Context: an optimization exercise on an open-source flow, tuned for small area. The choices shown serve that exercise and are no tape-out recipe.
No functional check of the RTL was part of any run shown here.

==> design.v <==
module Median_Finder_9inputs_8bits(
    output wire [7:0] median_pixel,
    output wire       out_valid,
    input  wire [7:0] pixel0, pixel1, pixel2,
    input  wire [7:0] pixel3, pixel4, pixel5,
    input  wire [7:0] pixel6, pixel7, pixel8,
    input  wire       in_valid,
    input  wire       rst,
    input  wire       clk
);
    reg [2:0] valid_q;
    always @(posedge clk) begin
        if (rst) valid_q <= 3'b0;
        else     valid_q <= {valid_q[1:0], in_valid};
    end
    assign out_valid = valid_q[2];
    wire [7:0] x0_0 = pixel0, x0_1 = pixel1, x0_2 = pixel2;
    wire [7:0] x0_3 = pixel3, x0_4 = pixel4, x0_5 = pixel5;
    wire [7:0] x0_6 = pixel6, x0_7 = pixel7, x0_8 = pixel8;
    wire [1:0] d0_0 = x0_0[7:6];
    wire [1:0] d0_1 = x0_1[7:6];
    wire [1:0] d0_2 = x0_2[7:6];
    wire [1:0] d0_3 = x0_3[7:6];
    wire [1:0] d0_4 = x0_4[7:6];
    wire [1:0] d0_5 = x0_5[7:6];
    wire [1:0] d0_6 = x0_6[7:6];
    wire [1:0] d0_7 = x0_7[7:6];
    wire [1:0] d0_8 = x0_8[7:6];
    wire c0_1 = maj9({(d0_8[1] | d0_8[0]), (d0_7[1] | d0_7[0]), (d0_6[1] | d0_6[0]), (d0_5[1] | d0_5[0]), (d0_4[1] | d0_4[0]), (d0_3[1] | d0_3[0]), (d0_2[1] | d0_2[0]), (d0_1[1] | d0_1[0]), (d0_0[1] | d0_0[0])});
    wire c0_2 = maj9({d0_8[1], d0_7[1], d0_6[1], d0_5[1], d0_4[1], d0_3[1], d0_2[1], d0_1[1], d0_0[1]});
    wire c0_3 = maj9({(d0_8[1] & d0_8[0]), (d0_7[1] & d0_7[0]), (d0_6[1] & d0_6[0]), (d0_5[1] & d0_5[0]), (d0_4[1] & d0_4[0]), (d0_3[1] & d0_3[0]), (d0_2[1] & d0_2[0]), (d0_1[1] & d0_1[0]), (d0_0[1] & d0_0[0])});
    wire [1:0] D0;
    assign D0[1] = c0_2;
    assign D0[0] = (D0[1] ? c0_3 : c0_1);
    reg [5:0] xr1_0, xr1_1, xr1_2, xr1_3, xr1_4, xr1_5, xr1_6, xr1_7, xr1_8;
    wire gt0_0 = ((d0_0[1] & ~D0[1]) | (~(~d0_0[1] & D0[1]) & d0_0[0] & ~D0[0]));
    wire lt0_0 = ((~d0_0[1] & D0[1]) | (~(d0_0[1] & ~D0[1]) & ~d0_0[0] & D0[0]));
    wire [5:0] x1_0 = ~xr1_0;
    wire gt0_1 = ((d0_1[1] & ~D0[1]) | (~(~d0_1[1] & D0[1]) & d0_1[0] & ~D0[0]));
    wire lt0_1 = ((~d0_1[1] & D0[1]) | (~(d0_1[1] & ~D0[1]) & ~d0_1[0] & D0[0]));
    wire [5:0] x1_1 = ~xr1_1;
    wire gt0_2 = ((d0_2[1] & ~D0[1]) | (~(~d0_2[1] & D0[1]) & d0_2[0] & ~D0[0]));
    wire lt0_2 = ((~d0_2[1] & D0[1]) | (~(d0_2[1] & ~D0[1]) & ~d0_2[0] & D0[0]));
    wire [5:0] x1_2 = ~xr1_2;
    wire gt0_3 = ((d0_3[1] & ~D0[1]) | (~(~d0_3[1] & D0[1]) & d0_3[0] & ~D0[0]));
    wire lt0_3 = ((~d0_3[1] & D0[1]) | (~(d0_3[1] & ~D0[1]) & ~d0_3[0] & D0[0]));
    wire [5:0] x1_3 = ~xr1_3;
    wire gt0_4 = ((d0_4[1] & ~D0[1]) | (~(~d0_4[1] & D0[1]) & d0_4[0] & ~D0[0]));
    wire lt0_4 = ((~d0_4[1] & D0[1]) | (~(d0_4[1] & ~D0[1]) & ~d0_4[0] & D0[0]));
    wire [5:0] x1_4 = ~xr1_4;
    wire gt0_5 = ((d0_5[1] & ~D0[1]) | (~(~d0_5[1] & D0[1]) & d0_5[0] & ~D0[0]));
    wire lt0_5 = ((~d0_5[1] & D0[1]) | (~(d0_5[1] & ~D0[1]) & ~d0_5[0] & D0[0]));
    wire [5:0] x1_5 = ~xr1_5;
    wire gt0_6 = ((d0_6[1] & ~D0[1]) | (~(~d0_6[1] & D0[1]) & d0_6[0] & ~D0[0]));
    wire lt0_6 = ((~d0_6[1] & D0[1]) | (~(d0_6[1] & ~D0[1]) & ~d0_6[0] & D0[0]));
    wire [5:0] x1_6 = ~xr1_6;
    wire gt0_7 = ((d0_7[1] & ~D0[1]) | (~(~d0_7[1] & D0[1]) & d0_7[0] & ~D0[0]));
    wire lt0_7 = ((~d0_7[1] & D0[1]) | (~(d0_7[1] & ~D0[1]) & ~d0_7[0] & D0[0]));
    wire [5:0] x1_7 = ~xr1_7;
    wire gt0_8 = ((d0_8[1] & ~D0[1]) | (~(~d0_8[1] & D0[1]) & d0_8[0] & ~D0[0]));
    wire lt0_8 = ((~d0_8[1] & D0[1]) | (~(d0_8[1] & ~D0[1]) & ~d0_8[0] & D0[0]));
    wire [5:0] x1_8 = ~xr1_8;
    always @(posedge clk) begin
        xr1_0 <= ~(({6{gt0_0}} | x0_0[5:0]) & ~{6{lt0_0}});
        xr1_1 <= ~(({6{gt0_1}} | x0_1[5:0]) & ~{6{lt0_1}});
        xr1_2 <= ~(({6{gt0_2}} | x0_2[5:0]) & ~{6{lt0_2}});
        xr1_3 <= ~(({6{gt0_3}} | x0_3[5:0]) & ~{6{lt0_3}});
        xr1_4 <= ~(({6{gt0_4}} | x0_4[5:0]) & ~{6{lt0_4}});
        xr1_5 <= ~(({6{gt0_5}} | x0_5[5:0]) & ~{6{lt0_5}});
        xr1_6 <= ~(({6{gt0_6}} | x0_6[5:0]) & ~{6{lt0_6}});
        xr1_7 <= ~(({6{gt0_7}} | x0_7[5:0]) & ~{6{lt0_7}});
        xr1_8 <= ~(({6{gt0_8}} | x0_8[5:0]) & ~{6{lt0_8}});
    end
    reg [1:0] mr0;
    always @(posedge clk) mr0 <= D0;
    wire [1:0] d1_0 = x1_0[5:4];
    wire [1:0] d1_1 = x1_1[5:4];
    wire [1:0] d1_2 = x1_2[5:4];
    wire [1:0] d1_3 = x1_3[5:4];
    wire [1:0] d1_4 = x1_4[5:4];
    wire [1:0] d1_5 = x1_5[5:4];
    wire [1:0] d1_6 = x1_6[5:4];
    wire [1:0] d1_7 = x1_7[5:4];
    wire [1:0] d1_8 = x1_8[5:4];
    wire c1_1 = maj9({(d1_8[1] | d1_8[0]), (d1_7[1] | d1_7[0]), (d1_6[1] | d1_6[0]), (d1_5[1] | d1_5[0]), (d1_4[1] | d1_4[0]), (d1_3[1] | d1_3[0]), (d1_2[1] | d1_2[0]), (d1_1[1] | d1_1[0]), (d1_0[1] | d1_0[0])});
    wire c1_2 = maj9({d1_8[1], d1_7[1], d1_6[1], d1_5[1], d1_4[1], d1_3[1], d1_2[1], d1_1[1], d1_0[1]});
    wire c1_3 = maj9({(d1_8[1] & d1_8[0]), (d1_7[1] & d1_7[0]), (d1_6[1] & d1_6[0]), (d1_5[1] & d1_5[0]), (d1_4[1] & d1_4[0]), (d1_3[1] & d1_3[0]), (d1_2[1] & d1_2[0]), (d1_1[1] & d1_1[0]), (d1_0[1] & d1_0[0])});
    wire [1:0] D1;
    assign D1[1] = c1_2;
    assign D1[0] = (D1[1] ? c1_3 : c1_1);
    reg [3:0] xr2_0, xr2_1, xr2_2, xr2_3, xr2_4, xr2_5, xr2_6, xr2_7, xr2_8;
    wire gt1_0 = ((d1_0[1] & ~D1[1]) | (~(~d1_0[1] & D1[1]) & d1_0[0] & ~D1[0]));
    wire lt1_0 = ((~d1_0[1] & D1[1]) | (~(d1_0[1] & ~D1[1]) & ~d1_0[0] & D1[0]));
    wire [3:0] x2_0 = xr2_0;
    wire gt1_1 = ((d1_1[1] & ~D1[1]) | (~(~d1_1[1] & D1[1]) & d1_1[0] & ~D1[0]));
    wire lt1_1 = ((~d1_1[1] & D1[1]) | (~(d1_1[1] & ~D1[1]) & ~d1_1[0] & D1[0]));
    wire [3:0] x2_1 = xr2_1;
    wire gt1_2 = ((d1_2[1] & ~D1[1]) | (~(~d1_2[1] & D1[1]) & d1_2[0] & ~D1[0]));
    wire lt1_2 = ((~d1_2[1] & D1[1]) | (~(d1_2[1] & ~D1[1]) & ~d1_2[0] & D1[0]));
    wire [3:0] x2_2 = xr2_2;
    wire gt1_3 = ((d1_3[1] & ~D1[1]) | (~(~d1_3[1] & D1[1]) & d1_3[0] & ~D1[0]));
    wire lt1_3 = ((~d1_3[1] & D1[1]) | (~(d1_3[1] & ~D1[1]) & ~d1_3[0] & D1[0]));
    wire [3:0] x2_3 = xr2_3;
    wire gt1_4 = ((d1_4[1] & ~D1[1]) | (~(~d1_4[1] & D1[1]) & d1_4[0] & ~D1[0]));
    wire lt1_4 = ((~d1_4[1] & D1[1]) | (~(d1_4[1] & ~D1[1]) & ~d1_4[0] & D1[0]));
    wire [3:0] x2_4 = xr2_4;
    wire gt1_5 = ((d1_5[1] & ~D1[1]) | (~(~d1_5[1] & D1[1]) & d1_5[0] & ~D1[0]));
    wire lt1_5 = ((~d1_5[1] & D1[1]) | (~(d1_5[1] & ~D1[1]) & ~d1_5[0] & D1[0]));
    wire [3:0] x2_5 = xr2_5;
    wire gt1_6 = ((d1_6[1] & ~D1[1]) | (~(~d1_6[1] & D1[1]) & d1_6[0] & ~D1[0]));
    wire lt1_6 = ((~d1_6[1] & D1[1]) | (~(d1_6[1] & ~D1[1]) & ~d1_6[0] & D1[0]));
    wire [3:0] x2_6 = xr2_6;
    wire gt1_7 = ((d1_7[1] & ~D1[1]) | (~(~d1_7[1] & D1[1]) & d1_7[0] & ~D1[0]));
    wire lt1_7 = ((~d1_7[1] & D1[1]) | (~(d1_7[1] & ~D1[1]) & ~d1_7[0] & D1[0]));
    wire [3:0] x2_7 = xr2_7;
    wire gt1_8 = ((d1_8[1] & ~D1[1]) | (~(~d1_8[1] & D1[1]) & d1_8[0] & ~D1[0]));
    wire lt1_8 = ((~d1_8[1] & D1[1]) | (~(d1_8[1] & ~D1[1]) & ~d1_8[0] & D1[0]));
    wire [3:0] x2_8 = xr2_8;
    always @(posedge clk) begin
        xr2_0 <= (({4{gt1_0}} | x1_0[3:0]) & ~{4{lt1_0}});
        xr2_1 <= (({4{gt1_1}} | x1_1[3:0]) & ~{4{lt1_1}});
        xr2_2 <= (({4{gt1_2}} | x1_2[3:0]) & ~{4{lt1_2}});
        xr2_3 <= (({4{gt1_3}} | x1_3[3:0]) & ~{4{lt1_3}});
        xr2_4 <= (({4{gt1_4}} | x1_4[3:0]) & ~{4{lt1_4}});
        xr2_5 <= (({4{gt1_5}} | x1_5[3:0]) & ~{4{lt1_5}});
        xr2_6 <= (({4{gt1_6}} | x1_6[3:0]) & ~{4{lt1_6}});
        xr2_7 <= (({4{gt1_7}} | x1_7[3:0]) & ~{4{lt1_7}});
        xr2_8 <= (({4{gt1_8}} | x1_8[3:0]) & ~{4{lt1_8}});
    end
    reg [3:0] mr1;
    always @(posedge clk) mr1 <= {mr0, D1};
    wire [1:0] d2_0 = x2_0[3:2];
    wire [1:0] d2_1 = x2_1[3:2];
    wire [1:0] d2_2 = x2_2[3:2];
    wire [1:0] d2_3 = x2_3[3:2];
    wire [1:0] d2_4 = x2_4[3:2];
    wire [1:0] d2_5 = x2_5[3:2];
    wire [1:0] d2_6 = x2_6[3:2];
    wire [1:0] d2_7 = x2_7[3:2];
    wire [1:0] d2_8 = x2_8[3:2];
    wire c2_1 = maj9({(d2_8[1] | d2_8[0]), (d2_7[1] | d2_7[0]), (d2_6[1] | d2_6[0]), (d2_5[1] | d2_5[0]), (d2_4[1] | d2_4[0]), (d2_3[1] | d2_3[0]), (d2_2[1] | d2_2[0]), (d2_1[1] | d2_1[0]), (d2_0[1] | d2_0[0])});
    wire c2_2 = maj9({d2_8[1], d2_7[1], d2_6[1], d2_5[1], d2_4[1], d2_3[1], d2_2[1], d2_1[1], d2_0[1]});
    wire c2_3 = maj9({(d2_8[1] & d2_8[0]), (d2_7[1] & d2_7[0]), (d2_6[1] & d2_6[0]), (d2_5[1] & d2_5[0]), (d2_4[1] & d2_4[0]), (d2_3[1] & d2_3[0]), (d2_2[1] & d2_2[0]), (d2_1[1] & d2_1[0]), (d2_0[1] & d2_0[0])});
    wire [1:0] D2;
    assign D2[1] = c2_2;
    assign D2[0] = (D2[1] ? c2_3 : c2_1);
    wire gt2_0 = ((d2_0[1] & ~D2[1]) | (~(~d2_0[1] & D2[1]) & d2_0[0] & ~D2[0]));
    wire lt2_0 = ((~d2_0[1] & D2[1]) | (~(d2_0[1] & ~D2[1]) & ~d2_0[0] & D2[0]));
    wire [1:0] f2_0 = ({2{gt2_0}} | x2_0[1:0]) & ~{2{lt2_0}};
    wire gt2_1 = ((d2_1[1] & ~D2[1]) | (~(~d2_1[1] & D2[1]) & d2_1[0] & ~D2[0]));
    wire lt2_1 = ((~d2_1[1] & D2[1]) | (~(d2_1[1] & ~D2[1]) & ~d2_1[0] & D2[0]));
    wire [1:0] f2_1 = ({2{gt2_1}} | x2_1[1:0]) & ~{2{lt2_1}};
    wire gt2_2 = ((d2_2[1] & ~D2[1]) | (~(~d2_2[1] & D2[1]) & d2_2[0] & ~D2[0]));
    wire lt2_2 = ((~d2_2[1] & D2[1]) | (~(d2_2[1] & ~D2[1]) & ~d2_2[0] & D2[0]));
    wire [1:0] f2_2 = ({2{gt2_2}} | x2_2[1:0]) & ~{2{lt2_2}};
    wire gt2_3 = ((d2_3[1] & ~D2[1]) | (~(~d2_3[1] & D2[1]) & d2_3[0] & ~D2[0]));
    wire lt2_3 = ((~d2_3[1] & D2[1]) | (~(d2_3[1] & ~D2[1]) & ~d2_3[0] & D2[0]));
    wire [1:0] f2_3 = ({2{gt2_3}} | x2_3[1:0]) & ~{2{lt2_3}};
    wire gt2_4 = ((d2_4[1] & ~D2[1]) | (~(~d2_4[1] & D2[1]) & d2_4[0] & ~D2[0]));
    wire lt2_4 = ((~d2_4[1] & D2[1]) | (~(d2_4[1] & ~D2[1]) & ~d2_4[0] & D2[0]));
    wire [1:0] f2_4 = ({2{gt2_4}} | x2_4[1:0]) & ~{2{lt2_4}};
    wire gt2_5 = ((d2_5[1] & ~D2[1]) | (~(~d2_5[1] & D2[1]) & d2_5[0] & ~D2[0]));
    wire lt2_5 = ((~d2_5[1] & D2[1]) | (~(d2_5[1] & ~D2[1]) & ~d2_5[0] & D2[0]));
    wire [1:0] f2_5 = ({2{gt2_5}} | x2_5[1:0]) & ~{2{lt2_5}};
    wire gt2_6 = ((d2_6[1] & ~D2[1]) | (~(~d2_6[1] & D2[1]) & d2_6[0] & ~D2[0]));
    wire lt2_6 = ((~d2_6[1] & D2[1]) | (~(d2_6[1] & ~D2[1]) & ~d2_6[0] & D2[0]));
    wire [1:0] f2_6 = ({2{gt2_6}} | x2_6[1:0]) & ~{2{lt2_6}};
    wire gt2_7 = ((d2_7[1] & ~D2[1]) | (~(~d2_7[1] & D2[1]) & d2_7[0] & ~D2[0]));
    wire lt2_7 = ((~d2_7[1] & D2[1]) | (~(d2_7[1] & ~D2[1]) & ~d2_7[0] & D2[0]));
    wire [1:0] f2_7 = ({2{gt2_7}} | x2_7[1:0]) & ~{2{lt2_7}};
    wire gt2_8 = ((d2_8[1] & ~D2[1]) | (~(~d2_8[1] & D2[1]) & d2_8[0] & ~D2[0]));
    wire lt2_8 = ((~d2_8[1] & D2[1]) | (~(d2_8[1] & ~D2[1]) & ~d2_8[0] & D2[0]));
    wire [1:0] f2_8 = ({2{gt2_8}} | x2_8[1:0]) & ~{2{lt2_8}};
    wire [8:0] v_1 = {(f2_8[1] | f2_8[0]), (f2_7[1] | f2_7[0]), (f2_6[1] | f2_6[0]), (f2_5[1] | f2_5[0]), (f2_4[1] | f2_4[0]), (f2_3[1] | f2_3[0]), (f2_2[1] | f2_2[0]), (f2_1[1] | f2_1[0]), (f2_0[1] | f2_0[0])};
    reg  [2:0] pr_1;
    always @(posedge clk) pr_1 <= {(&v_1[2:0]) | (&v_1[5:3]) | (&v_1[8:6]),
                              (|v_1[2:0]) & (|v_1[5:3]) & (|v_1[8:6]),
                              maj3(maj3(v_1[0], v_1[1], v_1[2]), maj3(v_1[3], v_1[4], v_1[5]),
                                   maj3(v_1[6], v_1[7], v_1[8]))};
    wire [8:0] v_2 = {f2_8[1], f2_7[1], f2_6[1], f2_5[1], f2_4[1], f2_3[1], f2_2[1], f2_1[1], f2_0[1]};
    reg  [2:0] pr_2;
    always @(posedge clk) pr_2 <= {(&v_2[2:0]) | (&v_2[5:3]) | (&v_2[8:6]),
                              (|v_2[2:0]) & (|v_2[5:3]) & (|v_2[8:6]),
                              maj3(maj3(v_2[0], v_2[1], v_2[2]), maj3(v_2[3], v_2[4], v_2[5]),
                                   maj3(v_2[6], v_2[7], v_2[8]))};
    wire [8:0] v_3 = {(f2_8[1] & f2_8[0]), (f2_7[1] & f2_7[0]), (f2_6[1] & f2_6[0]), (f2_5[1] & f2_5[0]), (f2_4[1] & f2_4[0]), (f2_3[1] & f2_3[0]), (f2_2[1] & f2_2[0]), (f2_1[1] & f2_1[0]), (f2_0[1] & f2_0[0])};
    reg  [2:0] pr_3;
    always @(posedge clk) pr_3 <= {(&v_3[2:0]) | (&v_3[5:3]) | (&v_3[8:6]),
                              (|v_3[2:0]) & (|v_3[5:3]) & (|v_3[8:6]),
                              maj3(maj3(v_3[0], v_3[1], v_3[2]), maj3(v_3[3], v_3[4], v_3[5]),
                                   maj3(v_3[6], v_3[7], v_3[8]))};
    reg [5:0] mr2;
    always @(posedge clk) mr2 <= {mr1, D2};
    wire c3_1 = maj3(pr_1[2], pr_1[1], pr_1[0]);
    wire c3_2 = maj3(pr_2[2], pr_2[1], pr_2[0]);
    wire c3_3 = maj3(pr_3[2], pr_3[1], pr_3[0]);
    wire [1:0] D3;
    assign D3[1] = c3_2;
    assign D3[0] = (D3[1] ? c3_3 : c3_1);
    assign median_pixel = {mr2, D3};
    function maj9(input [8:0] v);
        begin
            maj9 = maj3((&v[2:0]) | (&v[5:3]) | (&v[8:6]),
                        (|v[2:0]) & (|v[5:3]) & (|v[8:6]),
                        maj3(maj3(v[0], v[1], v[2]), maj3(v[3], v[4], v[5]),
                             maj3(v[6], v[7], v[8])));
        end
    endfunction
    function maj3(input a, input b, input c);
        maj3 = (a & b) | (b & c) | (a & c);
    endfunction
endmodule
==> flow/run.sh <==
#!/bin/bash
# Own layout flow: the standard flow, with two changes:
#  - synthesis maps the logic with the ABC script in flow/abc.script (an
#    area-oriented mapping) instead of ORFS's; the rest of the standard
#    synthesis (synth_recipe.tcl) is unchanged, so registers keep their names;
#  - port buffers are plain buffers (flow/ports.txt names the cell) instead
#    of the default delay cell.
# Each tool's output goes to a log file in the folder this runs in.
set -euo pipefail
W=$PWD
F=$W/flow
sed 's|log_cmd abc {\*}\$abc_args|log_cmd abc {*}[lreplace $abc_args 1 1 '"$F"'/abc.script]|' \
    "$FLOW_HOME/scripts/synth.tcl" > "$W/own_synth_core.tcl"
grep -q "$F/abc.script" "$W/own_synth_core.tcl"
sed "s|source \$::env(SCRIPTS_DIR)/synth.tcl|source $W/own_synth_core.tcl|" \
    "$W/synth_recipe.tcl" > "$W/own_synth.tcl"
grep -q "own_synth_core.tcl" "$W/own_synth.tcl"
bash "$W/standard.sh" "SYNTH_SCRIPT=$W/own_synth.tcl" synth > "$W/own_synth.log" 2>&1
EXTRA=()
while read -r line; do
    [[ -z "$line" || "$line" == \#* ]] || EXTRA+=("$line")
done < "$F/make_vars.txt"
bash "$W/standard.sh" "${EXTRA[@]}" finish > "$W/own_layout.log" 2>&1
==> flow/abc.script <==
strash
dch
map -D 1500
topo
stime -c
buffer -c
upsize -D 1500 -c
dnsize -D 1500 -c
==> flow/make_vars.txt <==
# extra make variables for the layout, one per line
BUFFER_PORTS_ARGS=-buffer_cell sky130_fd_sc_hd__buf_2
==> standard.sh <==
#!/bin/bash
# synth_recipe.tcl (not shown) runs the flow's synth.tcl, then flattens the netlist and writes it again
# the make line also repeats each setting of config.mk as NAME=value (left out here)
make -C /OpenROAD-flow-scripts/flow DESIGN_CONFIG=/design/flow/config.mk WORK_HOME=/design/flow/orfs CLKGATE_MAP_FILE= SYNTH_SCRIPT=/design/flow/synth_recipe.tcl "${@:-finish}"
==> config.mk <==
export PLATFORM = sky130hd
export DESIGN_NAME = Median_Finder_9inputs_8bits
export DESIGN_NICKNAME = Median_Finder_9inputs_8bits
export VERILOG_FILES = /design/flow/design.v
export SDC_FILE = /design/flow/constraint.sdc
export NUM_CORES = 4
export LEC_CHECK = 0
export ABC_AREA = 1
export CAP_MARGIN = 20
export CORE_MARGIN = 2
export CORE_UTILIZATION = 40
export CTS_BUF_LIST = sky130_fd_sc_hd__clkbuf_8
export GPL_TIMING_DRIVEN = 0
export SLEW_MARGIN = 20
==> constraint.sdc <==
create_clock -name core_clock -period 2.5 [get_ports {clk}]
set_input_delay 0.5000 -clock core_clock [delete_from_list [all_inputs] [get_ports {clk}]]
set_output_delay 0.5000 -clock core_clock [all_outputs]
set_load 0.01 [all_outputs]
==> results of run 1 <==
[area by class of cell]
cell class | count | share of cell area [%]
repair buffers | 83 | 6.272
inverters | 72 | 3.907
well taps | 180 | 3.226
multi-input cells | 516 | 44.68
clock inverters | 8 | 1.792
plain buffers | 20 | 2.652
flip-flops and latches | 114 | 32.94
clock buffers | 23 | 4.534
[kinds of logic (layout without fill, tap and decap cells)]
| kind of cell | after synthesis | after routing | synth area share, % |
|---|---|---|---|
| fa+ha+maj | 8 | 8 | 1.487 |
| simple gates | 229 | 229 | 17.73 |
| flops | 114 | 114 | 41.10 |
| compound gates | 279 | 279 | 31.57 |
| buf+inv | 95 | 206 | 8.112 |
[per-layer routing]
layer,vias to the layer above,GRT usage (%)
met1,2598,23.32
met2,160,37.40
met4,0,12.07
met5,-,0
met3,44,4.494
li1,2772,-
[what timing repair did]
item	CTS	global route
endpoints found under the hold margin	0	0
cloned	0	0
gates resized for setup	35	63
setup endpoints to repair	43	81
buffers inserted	3	1
pin swaps	7	18
[worst min path at each step]
stage                          from  slack [ps]         end  cells past startpoint
after floorplan              mr0[0]         310      mr1[2]                      0
after global placement       mr1[3]         310      mr2[5]                      0
after detailed placement     mr1[1]         310      mr2[3]                      0
after CTS                       rst         210  valid_q[2]                      2
after global routing      pixel4[5]         220    xr1_4[5]                      2
final                     pixel4[5]         240    xr1_4[5]                      2
[sequential cells by signal (all words and copies together), names as in the netlist, 6 cells and up]
| register | count |
|---|---|
| xr1_4 | 6 |
| xr1_0 | 6 |
| xr1_7 | 6 |
| xr1_1 | 6 |
| mr2 | 6 |
| xr1_5 | 6 |
| xr1_6 | 6 |
| xr1_2 | 6 |
| xr1_8 | 6 |
| xr1_3 | 6 |
[cell usage in the layout, fill, tap and decap left out, types with 5 or more instances in the layout]
cell type and n:
dfxtp_2 8, nor2_1 86, o211ai_2 6, buf_2 81, nand2_2 7, a21oi_2 10, a22oi_1 9, a21oi_1 70
a31oi_2 11, nand2_1 83, o22ai_1 17, o211ai_1 8, nand3_1 18, o21ai_1 30, nor3_1 6, o31ai_2 11
inv_1 68, nor2_2 6, clkbuf_8 23, o21ai_0 62, or2_2 5, buf_6 9, maj3_1 6, o221ai_1 8
dfxtp_1 104
[worst max-delay path: cells and delay by family, from the launching register on]
family	cells	cell delay (ps)
simple gates	6	810
compound gates	6	1100
flops	1	310
buf+inv	2	280
==> metrics.csv, run 1 <==
metric,value,unit
grt_pass1_vias,5399,
grt-ovfl-total,0,
syn_inst,725,
crit_fanout,10,
final_cells,1016,
clkTransAtPathRegs,70,ps
rows,43,
grt_max_degree,17,
antenna_cells,0,
post-dp-hpwl,11.94,mm
ys_warn_count,1,
finalInstanceArea,6982,um^2
wl_met3,628,um
post-route-period-util,104.1,%
dieWidth,121.8,um
post-place-ws,-358.5,ps
tns,-215.0,ps
rsz0062_at_grt,true,
routed.top_layer,met4,
r2r_cells,14,
setup.worst_path.start_class,register,
multi_input_area,3119,um^2
tightest_slew,561.5,ps
synth_top_area_share,41.10,%
wl_met1,6.249,mm
synth_area_leaders,"dfxtp_1, a21oi_1, o21ai_0, nor2_1, nand2_1",
async_flop_share,0,%
grt_use_total,21.12,%
antenna_left,0,
failed_checks,negative setup slack,
worst_hold_path_type,in2reg,
critPathSlowestCell,o211ai_1,
critPathArrivalTime,2920,ps
placed_area,6173,um^2
start_util,40.47,%
drc_errors,0,
regArea,2300,um^2
cp-endpoint,pr_3[0],
clock_skew,7.499,ps
core,13720,um^2
io_pins,84,
synth_edf_count,0,
cp_slowest_stage_delay,460,ps
crit_type,reg2reg,
status,finished with violations,
syn_nets,800,
r2r-start,xr2_7[3],
dieHeight,121.8,um
r2r-end,pr_3[0],
num-nets-final,899,
worstSkewPairLatency,430,ps
cts_tree,done,
worstPathCellList,buf_6 > nor2_1 > nand2_1 > o311ai_2 > a22oi_1 > nor2_2 > o211ai_2 > nand2_2 > buf_8 > o21ai_0 > o211ai_1 > nor2_1 > o22ai_1 > nand3_1,
vias_per_cell,5.486,
crit_top_cell,nor2_1,
rrSetupSlack,-100,ps
worstPathRequired,2820,ps
first_pass_iters,5,
fin_util,50.89,%
io_buffers,79,
drive_above_1_share,27.39,%
synth.most_common_cell,dfxtp_1,
max_freq,384.3,MHz
route.met2.wl,7.744,mm
ys.flop_type,dfxtp_1,
place_congestion,0.8986,
crit_start,xr2_7[3],
area_delta_synth_final,25.73,%
holdBufCountCts,0,
drt-initial-drc-count,348,
slew_violations,0,
max-slew-margin-rel,62.57,%
antenna_found_initial,0,
vias,5574,
wl_per_cell,14.91,um
root_buffer,clkbuf_8,
timing.final.ws_setup,-102.3,ps
die_area,14840,um^2
maxCapViolCount,0,
grt_pass1_wl,24.26,mm
clockBufferDepth,2,
synthTopCellsByCount,"dfxtp_1, nor2_1, nand2_1",
hold_viol_final,0,
endpoint_kind,register,
finalWirelength,15.15,mm
htree_levels,4,
ys_ff_latch,114,
timing.hold.ws,244.5,ps
cts_buffers,17,
min_period,2602,ps
setup_viol,5,
syn_area_per_cell,7.659,um^2
ys_seq_area_share,41.10,%
synth.largest_area_cell,dfxtp_1,
synthDistinctLibCells,48,
placed_cells,984,
netlist_area,5553,um^2
final.fill_count,1375,
cts.sink_count,114,
==> run 2: changes to the inputs <==
--- a/design.v
+++ b/design.v
@@ -9,10 +9,10 @@
     input  wire       clk
 );
-    reg [2:0] valid_q;
-    always @(posedge clk) begin
-        if (rst) valid_q <= 3'b0;
-        else     valid_q <= {valid_q[1:0], in_valid};
-    end
-    assign out_valid = valid_q[2];
+    reg [3:0] valid_q;
+    always @(posedge clk) begin
+        if (rst) valid_q <= 4'b0;
+        else     valid_q <= {valid_q[2:0], in_valid};
+    end
+    assign out_valid = valid_q[3];
     wire [7:0] x0_0 = pixel0, x0_1 = pixel1, x0_2 = pixel2;
     wire [7:0] x0_3 = pixel3, x0_4 = pixel4, x0_5 = pixel5;
@@ -145,58 +145,63 @@
     assign D2[1] = c2_2;
     assign D2[0] = (D2[1] ? c2_3 : c2_1);
+    reg [1:0] xr3_0, xr3_1, xr3_2, xr3_3, xr3_4, xr3_5, xr3_6, xr3_7, xr3_8;
     wire gt2_0 = ((d2_0[1] & ~D2[1]) | (~(~d2_0[1] & D2[1]) & d2_0[0] & ~D2[0]));
     wire lt2_0 = ((~d2_0[1] & D2[1]) | (~(d2_0[1] & ~D2[1]) & ~d2_0[0] & D2[0]));
-    wire [1:0] f2_0 = ({2{gt2_0}} | x2_0[1:0]) & ~{2{lt2_0}};
+    wire [1:0] x3_0 = ~xr3_0;
     wire gt2_1 = ((d2_1[1] & ~D2[1]) | (~(~d2_1[1] & D2[1]) & d2_1[0] & ~D2[0]));
     wire lt2_1 = ((~d2_1[1] & D2[1]) | (~(d2_1[1] & ~D2[1]) & ~d2_1[0] & D2[0]));
-    wire [1:0] f2_1 = ({2{gt2_1}} | x2_1[1:0]) & ~{2{lt2_1}};
+    wire [1:0] x3_1 = ~xr3_1;
     wire gt2_2 = ((d2_2[1] & ~D2[1]) | (~(~d2_2[1] & D2[1]) & d2_2[0] & ~D2[0]));
     wire lt2_2 = ((~d2_2[1] & D2[1]) | (~(d2_2[1] & ~D2[1]) & ~d2_2[0] & D2[0]));
-    wire [1:0] f2_2 = ({2{gt2_2}} | x2_2[1:0]) & ~{2{lt2_2}};
+    wire [1:0] x3_2 = ~xr3_2;
     wire gt2_3 = ((d2_3[1] & ~D2[1]) | (~(~d2_3[1] & D2[1]) & d2_3[0] & ~D2[0]));
     wire lt2_3 = ((~d2_3[1] & D2[1]) | (~(d2_3[1] & ~D2[1]) & ~d2_3[0] & D2[0]));
-    wire [1:0] f2_3 = ({2{gt2_3}} | x2_3[1:0]) & ~{2{lt2_3}};
+    wire [1:0] x3_3 = ~xr3_3;
     wire gt2_4 = ((d2_4[1] & ~D2[1]) | (~(~d2_4[1] & D2[1]) & d2_4[0] & ~D2[0]));
     wire lt2_4 = ((~d2_4[1] & D2[1]) | (~(d2_4[1] & ~D2[1]) & ~d2_4[0] & D2[0]));
-    wire [1:0] f2_4 = ({2{gt2_4}} | x2_4[1:0]) & ~{2{lt2_4}};
+    wire [1:0] x3_4 = ~xr3_4;
     wire gt2_5 = ((d2_5[1] & ~D2[1]) | (~(~d2_5[1] & D2[1]) & d2_5[0] & ~D2[0]));
     wire lt2_5 = ((~d2_5[1] & D2[1]) | (~(d2_5[1] & ~D2[1]) & ~d2_5[0] & D2[0]));
-    wire [1:0] f2_5 = ({2{gt2_5}} | x2_5[1:0]) & ~{2{lt2_5}};
+    wire [1:0] x3_5 = ~xr3_5;
     wire gt2_6 = ((d2_6[1] & ~D2[1]) | (~(~d2_6[1] & D2[1]) & d2_6[0] & ~D2[0]));
     wire lt2_6 = ((~d2_6[1] & D2[1]) | (~(d2_6[1] & ~D2[1]) & ~d2_6[0] & D2[0]));
-    wire [1:0] f2_6 = ({2{gt2_6}} | x2_6[1:0]) & ~{2{lt2_6}};
+    wire [1:0] x3_6 = ~xr3_6;
     wire gt2_7 = ((d2_7[1] & ~D2[1]) | (~(~d2_7[1] & D2[1]) & d2_7[0] & ~D2[0]));
     wire lt2_7 = ((~d2_7[1] & D2[1]) | (~(d2_7[1] & ~D2[1]) & ~d2_7[0] & D2[0]));
-    wire [1:0] f2_7 = ({2{gt2_7}} | x2_7[1:0]) & ~{2{lt2_7}};
+    wire [1:0] x3_7 = ~xr3_7;
     wire gt2_8 = ((d2_8[1] & ~D2[1]) | (~(~d2_8[1] & D2[1]) & d2_8[0] & ~D2[0]));
     wire lt2_8 = ((~d2_8[1] & D2[1]) | (~(d2_8[1] & ~D2[1]) & ~d2_8[0] & D2[0]));
-    wire [1:0] f2_8 = ({2{gt2_8}} | x2_8[1:0]) & ~{2{lt2_8}};
-    wire [8:0] v_1 = {(f2_8[1] | f2_8[0]), (f2_7[1] | f2_7[0]), (f2_6[1] | f2_6[0]), (f2_5[1] | f2_5[0]), (f2_4[1] | f2_4[0]), (f2_3[1] | f2_3[0]), (f2_2[1] | f2_2[0]), (f2_1[1] | f2_1[0]), (f2_0[1] | f2_0[0])};
-    reg  [2:0] pr_1;
-    always @(posedge clk) pr_1 <= {(&v_1[2:0]) | (&v_1[5:3]) | (&v_1[8:6]),
-                              (|v_1[2:0]) & (|v_1[5:3]) & (|v_1[8:6]),
-                              maj3(maj3(v_1[0], v_1[1], v_1[2]), maj3(v_1[3], v_1[4], v_1[5]),
-                                   maj3(v_1[6], v_1[7], v_1[8]))};
-    wire [8:0] v_2 = {f2_8[1], f2_7[1], f2_6[1], f2_5[1], f2_4[1], f2_3[1], f2_2[1], f2_1[1], f2_0[1]};
-    reg  [2:0] pr_2;
-    always @(posedge clk) pr_2 <= {(&v_2[2:0]) | (&v_2[5:3]) | (&v_2[8:6]),
-                              (|v_2[2:0]) & (|v_2[5:3]) & (|v_2[8:6]),
-                              maj3(maj3(v_2[0], v_2[1], v_2[2]), maj3(v_2[3], v_2[4], v_2[5]),
-                                   maj3(v_2[6], v_2[7], v_2[8]))};
-    wire [8:0] v_3 = {(f2_8[1] & f2_8[0]), (f2_7[1] & f2_7[0]), (f2_6[1] & f2_6[0]), (f2_5[1] & f2_5[0]), (f2_4[1] & f2_4[0]), (f2_3[1] & f2_3[0]), (f2_2[1] & f2_2[0]), (f2_1[1] & f2_1[0]), (f2_0[1] & f2_0[0])};
-    reg  [2:0] pr_3;
-    always @(posedge clk) pr_3 <= {(&v_3[2:0]) | (&v_3[5:3]) | (&v_3[8:6]),
-                              (|v_3[2:0]) & (|v_3[5:3]) & (|v_3[8:6]),
-                              maj3(maj3(v_3[0], v_3[1], v_3[2]), maj3(v_3[3], v_3[4], v_3[5]),
-                                   maj3(v_3[6], v_3[7], v_3[8]))};
+    wire [1:0] x3_8 = ~xr3_8;
+    always @(posedge clk) begin
+        xr3_0 <= ~(({2{gt2_0}} | x2_0[1:0]) & ~{2{lt2_0}});
+        xr3_1 <= ~(({2{gt2_1}} | x2_1[1:0]) & ~{2{lt2_1}});
+        xr3_2 <= ~(({2{gt2_2}} | x2_2[1:0]) & ~{2{lt2_2}});
+        xr3_3 <= ~(({2{gt2_3}} | x2_3[1:0]) & ~{2{lt2_3}});
+        xr3_4 <= ~(({2{gt2_4}} | x2_4[1:0]) & ~{2{lt2_4}});
+        xr3_5 <= ~(({2{gt2_5}} | x2_5[1:0]) & ~{2{lt2_5}});
+        xr3_6 <= ~(({2{gt2_6}} | x2_6[1:0]) & ~{2{lt2_6}});
+        xr3_7 <= ~(({2{gt2_7}} | x2_7[1:0]) & ~{2{lt2_7}});
+        xr3_8 <= ~(({2{gt2_8}} | x2_8[1:0]) & ~{2{lt2_8}});
+    end
     reg [5:0] mr2;
     always @(posedge clk) mr2 <= {mr1, D2};
-    wire c3_1 = maj3(pr_1[2], pr_1[1], pr_1[0]);
-    wire c3_2 = maj3(pr_2[2], pr_2[1], pr_2[0]);
-    wire c3_3 = maj3(pr_3[2], pr_3[1], pr_3[0]);
+    wire [1:0] d3_0 = x3_0[1:0];
+    wire [1:0] d3_1 = x3_1[1:0];
+    wire [1:0] d3_2 = x3_2[1:0];
+    wire [1:0] d3_3 = x3_3[1:0];
+    wire [1:0] d3_4 = x3_4[1:0];
+    wire [1:0] d3_5 = x3_5[1:0];
+    wire [1:0] d3_6 = x3_6[1:0];
+    wire [1:0] d3_7 = x3_7[1:0];
+    wire [1:0] d3_8 = x3_8[1:0];
+    wire c3_1 = maj9({(d3_8[1] | d3_8[0]), (d3_7[1] | d3_7[0]), (d3_6[1] | d3_6[0]), (d3_5[1] | d3_5[0]), (d3_4[1] | d3_4[0]), (d3_3[1] | d3_3[0]), (d3_2[1] | d3_2[0]), (d3_1[1] | d3_1[0]), (d3_0[1] | d3_0[0])});
+    wire c3_2 = maj9({d3_8[1], d3_7[1], d3_6[1], d3_5[1], d3_4[1], d3_3[1], d3_2[1], d3_1[1], d3_0[1]});
+    wire c3_3 = maj9({(d3_8[1] & d3_8[0]), (d3_7[1] & d3_7[0]), (d3_6[1] & d3_6[0]), (d3_5[1] & d3_5[0]), (d3_4[1] & d3_4[0]), (d3_3[1] & d3_3[0]), (d3_2[1] & d3_2[0]), (d3_1[1] & d3_1[0]), (d3_0[1] & d3_0[0])});
     wire [1:0] D3;
     assign D3[1] = c3_2;
     assign D3[0] = (D3[1] ? c3_3 : c3_1);
-    assign median_pixel = {mr2, D3};
+    reg [7:0] mr3;
+    always @(posedge clk) mr3 <= {mr2, D3};
+    assign median_pixel = mr3;
     function maj9(input [8:0] v);
         begin
--- a/flow/run.sh
+++ b/flow/run.sh
@@ -4,6 +4,7 @@
 #    area-oriented mapping) instead of ORFS's; the rest of the standard
 #    synthesis (synth_recipe.tcl) is unchanged, so registers keep their names;
-#  - port buffers are plain buffers (flow/ports.txt names the cell) instead
-#    of the default delay cell.
+#  - flow/make_vars.txt adds make variables to the layout steps (one per
+#    line), here the cell buffer_ports puts on every port: a small plain
+#    buffer instead of the default delay cell.
 # Each tool's output goes to a log file in the folder this runs in.
 set -euo pipefail
==> flow/abc.script (replaced) <==
strash
dch
map -D 2000
topo
stime -c
buffer -c
upsize -D 2000 -c
dnsize -D 2000 -c
==> flow/make_vars.txt (replaced) <==
# extra make variables for the layout, one per line
BUFFER_PORTS_ARGS=-buffer_cell sky130_fd_sc_hd__buf_1
==> run 2 against run 1 <==
- now clean on timing, DRC and antenna
- fmax increased by 11%
- non-clock buffer count decreased by 2
- setup slack improved by 250 ps
- cell count increased by 0.39%
- critical path type unchanged
==> metrics.csv, run 2 <==
metric,value,unit,change
setup_viol,0,,-5
ys_warn_count,1,,unchanged
synth.largest_area_cell,dfxtp_1,,
min_period,2354,ps,-248.5 ps
antenna_left,0,,unchanged
hold_viol_final,0,,unchanged
grt_busiest_layer,met2,,
synthDistinctLibCells,29,,-40%
drc_errors,0,,unchanged
met2_usage,37.15,%,-0.25 points
place_congestion,0.8671,,-3.5%
clock_skew,9.818,ps,+2.319 ps
htree_levels,4,,unchanged
crit_start,xr1_3[5],,
largest_register_ffs,8,,
tightest_slew,550.9,ps,-10.57 ps
wl_per_cell,14.28,um,-4.2%
clockBufferDepth,2,,unchanged
cts_tree,done,,
grt_pass1_wl,23.21,mm,-4.3%
maxCapViolCount,0,,unchanged
timing.final.ws_setup,146.2,ps,+248.5 ps
antenna_cells,0,,unchanged
layout_commonest_cell,dfxtp_1,,
met3_usage,3.947,%,-0.55 points
max-slew-margin-rel,63.19,%,+0.63 points
synth_area_leaders,"dfxtp_1, o21ai_0, nor2_1, a21oi_1, nand2_1",,
worst_hold_path_type,in2reg,,
drive_above_1_share,13.03,%,-14 points
post-route-period-util,94.15,%,-9.9 points
grtUsageMet1,22.07,%,-1.3 points
rsz0062_at_grt,true,,
finalInstanceArea,6849,um^2,-1.9%
grt_max_degree,17,,unchanged
max_freq,424.8,MHz,+11%
rows,42,,-2.3%
area_delta_synth_final,24.18,%,
synth_top_area_share,47.91,%,+6.8 points
root_buffer,clkbuf_8,,
die_area,14740,um^2,-0.65%
post-dp-hpwl,11.23,mm,-6.0%
io_buffers,80,,+1.3%
r2r-start,xr1_3[5],,
grt-ovfl-total,0,,unchanged
largest-register,mr3,,
io_pins,84,,unchanged
vias,5465,,-2.0%
crit_type,reg2reg,,
status,no timing/DRC/antenna violations,,
syn_inst,724,,-0.14%
cts_buffers,17,,unchanged
vias_per_cell,5.358,,-2.3%
syn_nets,799,,-0.13%
min_from,pixel6[5],,
worstPathRequired,2810,ps,about the same
critPathArrivalTime,2670,ps,-250 ps
placed_area,6036,um^2,-2.2%
ys.flop_type,dfxtp_1,,
num-nets-final,906,,+0.78%
endpoint_kind,register,,
dieWidth,121.4,um,-0.32%
syn_area_per_cell,7.618,um^2,-0.54%
drt-initial-drc-count,292,,-16%
synth_edf_count,0,,unchanged
first_pass_iters,5,,unchanged
post-place-ws,-602.6,ps,-244.2 ps
fin_util,51.31,%,+0.42 points
grt_pass1_vias,5165,,-4.3%
ys_seq_area_share,47.91,%,+6.8 points
layout_common_cells,"dfxtp_1, nor2_1, o21ai_0, nand2_1",,
start_util,41.32,%,+0.85 points
async_flop_share,0,%,unchanged
timing.hold.ws,238.2,ps,-6.270 ps
clkTransAtPathRegs,80,ps,about the same
dieHeight,121.4,um,-0.32%
grt_use_total,20.17,%,-0.95 points
ys_ff_latch,132,,+16%
worstSkewPairLatency,440,ps,about the same
synth.most_common_cell,dfxtp_1,,
final.fill_count,1333,,-3.1%
slew_violations,0,,unchanged
core,13350,um^2,-2.7%
netlist_area,5515,um^2,-0.68%
crit_fanout,10,,unchanged
antenna_found_initial,0,,unchanged
finalWirelength,14.57,mm,-3.8%
setup.worst_path.start_class,register,,
synthTopCellsByCount,"dfxtp_1, nor2_1, o21ai_0",,
cts.sink_count,132,,+16%
run 2: changes by cell type in the layout (fill, tap and decap cells not counted), moves of 10 or more:
cell / change
buf_2: -79
nor2_1: +17
a21oi_2: -10
o21ai_0: +35
o21ai_1: -26
dfxtp_1: +19
buf_1: +79
inv_1: +11
run 2: routing by layer:
layer	vias to the layer above	share of wire, %
li1	2737	-
met1	2524	41
met2	169	52
met3	35	4.8
met4	0	2.5
met5	-	0
run 2: cells by family (layout without fill, tap and decap cells):
group	after synthesis	after routing	share of synthesized area [%]
AND/OR/NAND/NOR	219	220	16.08
flip-flops	132	132	47.91
buffers and inverters	96	215	6.647
adder cells (fa/ha/maj)	9	9	1.633
AO/OA/AOI/OAI	268	268	27.72
run 2: layout make-up:
| cell class | count | area, um^2 | share of cell area (%) |
|---|---|---|---|
| clock inverters | 15 | 202.7 | 2.959 |
| flip-flops and latches | 132 | 2654 | 38.75 |
| multi-input cells | 497 | 2780 | 40.59 |
| repair buffers | 90 | 376.6 | 5.499 |
| well taps | 176 | 220.2 | 3.215 |
| clock buffers | 17 | 234.0 | 3.416 |
| inverters | 82 | 314.1 | 4.585 |
| plain buffers | 11 | 67.56 | 0.9865 |
run 2: metrics by stage:
| stage | TNS [ps] | std cells |
|---|---|---|
| finish | 0 | 1020 |
| global route | -153.7 | 1020 |
| CTS | -1268 | 1012 |
| detailed placement | -33470 | 980 |
| global placement | -23230 | 980 |
| floorplan | 0 | 724 |
run 2: worst paths after layout:
path,endpoint,slack (ps),depth (start not counted)
min,xr1_6[5],240,2
min reg2reg,mr3[2],330,0
max reg2reg,xr2_8[2],150,12
max,xr2_8[2],150,12
run 2: timing repair:
| item | CTS | global route |
|---|---|---|
| gates cloned | 0 | 1 |
| pin swaps | 0 | 5 |
| resized for setup | 15 | 65 |
| endpoints found under the setup margin | 86 | 108 |
| hold buffers | 0 | 0 |
| buffers inserted | 2 | 8 |
run 2: critical path, cell delays in order, from the launching register on:
cell      delay [ps]
dfxtp_1          310
clkbuf_4         180
nor2_1            60
a221oi_1         260
inv_1             80
or2_2            280
nand2_2           90
o211ai_1         110
nand2_1          150
inv_4            110
buf_6            180
o31ai_4          310
a21oi_1           80
==> run 3: changes to the inputs <==
--- a/flow/run.sh
+++ b/flow/run.sh
@@ -1,10 +1,12 @@
 #!/bin/bash
-# Own layout flow: the standard flow, with two changes:
-#  - synthesis maps the logic with the ABC script in flow/abc.script (an
-#    area-oriented mapping) instead of ORFS's; the rest of the standard
-#    synthesis (synth_recipe.tcl) is unchanged, so registers keep their names;
+# Own layout flow: the standard flow, with these changes:
+#  - synthesis maps the logic with the ABC script in flow/abc.script (a
+#    mapping to a 2 ns delay target with area recovery) instead of ORFS's;
+#    the rest of the standard synthesis (synth_recipe.tcl) is unchanged, so
+#    registers keep their names;
 #  - flow/make_vars.txt adds make variables to the layout steps (one per
-#    line), here the cell buffer_ports puts on every port: a small plain
-#    buffer instead of the default delay cell.
+#    line): the cell buffer_ports puts on every port (a small plain buffer
+#    instead of the default delay cell) and the clock tree options (small
+#    clock buffers, no dummy loads).
 # Each tool's output goes to a log file in the folder this runs in.
 set -euo pipefail
==> flow/make_vars.txt (replaced) <==
# extra make variables for the layout, one per line
BUFFER_PORTS_ARGS=-buffer_cell sky130_fd_sc_hd__buf_1
CTS_ARGS=-sink_clustering_enable -repair_clock_nets -buf_list sky130_fd_sc_hd__clkbuf_4 -dont_use_dummy_load -sink_clustering_size 8
==> run 3 against run 2 <==
- setup slack got worse by 45 ps
- sequential cell count is the same
- first-iteration DRC count fell by 23%
- routed wire length down 2.7%
- fmax shrank 1.9%
- largest cell class unchanged
- non-clock buffer count stayed put
- register-to-register slack worse by 40 ps
- sequential share of layout area grew 2.0 points
- critical path depth is the same
- final area fell by 5.0%
==> metrics.csv, run 3 <==
metric,value,unit,change
ys_warn_count,1,,unchanged
endpoint_kind,register,,
cts.sink_count,132,,unchanged
netlist_area,5515,um^2,unchanged
ys_ff_latch,132,,unchanged
largest_register_ffs,8,,unchanged
max-slew-margin-rel,63.13,%,about the same
place_congestion,0.8671,,unchanged
dieWidth,121.4,um,unchanged
syn_nets,799,,unchanged
ys_seq_area_share,47.91,%,unchanged
drive_above_1_share,10.75,%,-2.3 points
core,13350,um^2,unchanged
synth_edf_count,0,,unchanged
grt_pass1_wl,22.86,mm,-1.5%
rows,42,,unchanged
tightest_slew,548.3,ps,-2.586 ps
post-dp-hpwl,11.23,mm,unchanged
synthTopCellsByCount,"dfxtp_1, nor2_1, o21ai_0",,
clkTransAtPathRegs,120,ps,+40 ps
async_flop_share,0,%,unchanged
synth.most_common_cell,dfxtp_1,,
io_pins,84,,unchanged
syn_inst,724,,unchanged
start_util,41.32,%,unchanged
io_buffers,80,,unchanged
drc_errors,0,,unchanged
syn_area_per_cell,7.618,um^2,unchanged
first_pass_iters,4,,-1
min_from,pixel1[3],,
grt_max_degree,17,,unchanged
grt_use_total,19.95,%,-0.22 points
layout_common_cells,"dfxtp_1, nor2_1, o21ai_0, nand2_1, buf_1",,
crit_start,xr1_3[5],,
drt-initial-drc-count,226,,-23%
cts_tree,done,,
synth_top_area_share,47.91,%,unchanged
hold_viol_final,0,,unchanged
r2r-start,xr1_3[5],,
cts_buffers,17,,unchanged
grt_pass1_vias,5118,,-0.91%
rsz0062_at_grt,true,,
crit_type,reg2reg,,
met3_usage,4.417,%,+0.47 points
ys.flop_type,dfxtp_1,,
synthDistinctLibCells,29,,unchanged
grt_busiest_layer,met2,,
largest-register,mr3,,
antenna_left,0,,unchanged
timing.hold.ws,145.1,ps,-93.16 ps
slew_violations,0,,unchanged
htree_levels,4,,unchanged
synth_area_leaders,"dfxtp_1, o21ai_0, nor2_1, a21oi_1, nand2_1",,
die_area,14740,um^2,unchanged
min_period,2399,ps,+44.78 ps
vias_per_cell,5.355,,about the same
met2_usage,36.69,%,-0.46 points
area_delta_synth_final,17.99,%,
grt-ovfl-total,0,,unchanged
dieHeight,121.4,um,unchanged
grtUsageMet1,21.60,%,-0.47 points
root_buffer,clkbuf_4,,
critPathArrivalTime,2770,ps,+100 ps
worstPathRequired,2870,ps,+60 ps
crit_fanout,10,,unchanged
status,no timing/DRC/antenna violations,,
vias,5382,,-1.5%
antenna_found_initial,1,,+1
layout_commonest_cell,dfxtp_1,,
num-nets-final,905,,-0.11%
clock_skew,39.93,ps,+30.12 ps
post-route-period-util,95.94,%,+1.8 points
maxCapViolCount,0,,unchanged
wl_per_cell,14.11,um,-1.2%
finalWirelength,14.18,mm,-2.7%
max_freq,416.9,MHz,-1.9%
worst_hold_path_type,in2reg,,
setup.worst_path.start_class,register,,
worstSkewPairLatency,530,ps,+90 ps
setup_viol,0,,unchanged
synth.largest_area_cell,dfxtp_1,,
clockBufferDepth,2,,unchanged
-- run 3: through the flow --
| stage | std cells | util (%) | area (um^2) | TNS, ps | setup WS [ps] |
|---|---|---|---|---|---|
| 6_report | 1005 | 48.75 | 6507 | 0 | 101.4 |
| 5_1_grt | 1005 | 48.75 | 6507 | -650.4 | -62.22 |
| 4_1_cts | 997 | 46.51 | 6208 | 0 | 1.256 |
| 3_5_place_dp | 980 | 45.22 | 6036 | -33470 | -602.6 |
| 3_3_place_gp | 980 | 45.22 | 6036 | -23230 | -445.8 |
| 2_1_floorplan | 724 | - | 5515 | 0 | 179.1 |
-- run 3: final timing paths --
path / endpoint / slack (ps) / depth (start not counted)
worst min register to register: mr3[2] / 330 / 0
worst min-delay path: xr1_1[3] / 150 / 2
worst max register to register: xr2_1[2] / 100 / 12
worst max-delay path: xr2_1[2] / 100 / 12
-- run 3: routing by layer --
metal	share of wire (%)	up-vias	wire length (um)
met2	51	156	7224
met3	4.5	42	635
met4	3.2	0	450
li1	-	2723	-
met1	41	2461	5873
met5	0	-	0
-- run 3: critical path, stage by stage (launching register included) --
cell	delay (ps)
dfxtp_1	320
clkbuf_4	170
nor2_1	60
a221oi_1	260
inv_1	80
or2_2	280
nand2_2	90
o211ai_1	120
nand2_1	160
inv_4	100
buf_4	220
a31oi_2	240
a21oi_1	120
-- run 3: what timing repair did --
| item | CTS | global route |
|---|---|---|
| pin swaps | 0 | 2 |
| gates resized for setup | 9 | 60 |
| buffers inserted | 2 | 8 |
| endpoints found under the setup margin | 54 | 102 |
| hold buffers | 0 | 0 |
-- run 3: final cells by class --
type	count	area (um^2)
diodes	1	2.502
plain buffers	11	61.31
clock buffers	17	127.6
fillers	1379	6840
inverters	82	314.1
multi-input cells	496	2755
flip-flops and latches	132	2651
well taps	176	220.2
repair buffers	90	375.4
-- run 3: kinds of logic after synthesis --
logic type | synth area share [%]
compound gates | 27.72
fa+ha+maj | 1.633
buf+inv | 6.647
flops | 47.91
simple gates | 16.08

[re-timing with driven ports]
The flow's constraints put no driver on any port. The routed layouts listed below were extracted and timed again, unchanged, in two steps. Step 1 (the two cells are an assumption about what drives the block):
set clk [get_ports {clk}]
set_driving_cell -lib_cell sky130_fd_sc_hd__clkbuf_16 $clk
set_driving_cell -lib_cell sky130_fd_sc_hd__buf_2 [delete_from_list [all_inputs] $clk]
Step 2 times the ports against the registers' clock, not the clock port: input delays grow and output delays shrink by t, the midpoint of the rising clock arrivals with the driver on. Slacks: no drivers / after step 1 / after step 2; pairs: no drivers / after step 1.
run	t (ns)	setup WS [ns]	worst setup path at the end	pins driven straight from the clock port
run 1	0.464	-0.102 / -0.102 / -0.345	input to register	1
run 2	0.467	0.146 / 0.146 / -0.300	input to register	1
run 3	0.545	0.101 / 0.101 / -0.343	input to register	1
Met with ideal ports but missed after step 2: setup timing in run 2 and run 3. For run 2, which loses most, drivers alone change the setup slack by 0.000 ns; drivers and shift together by -0.446 ns.
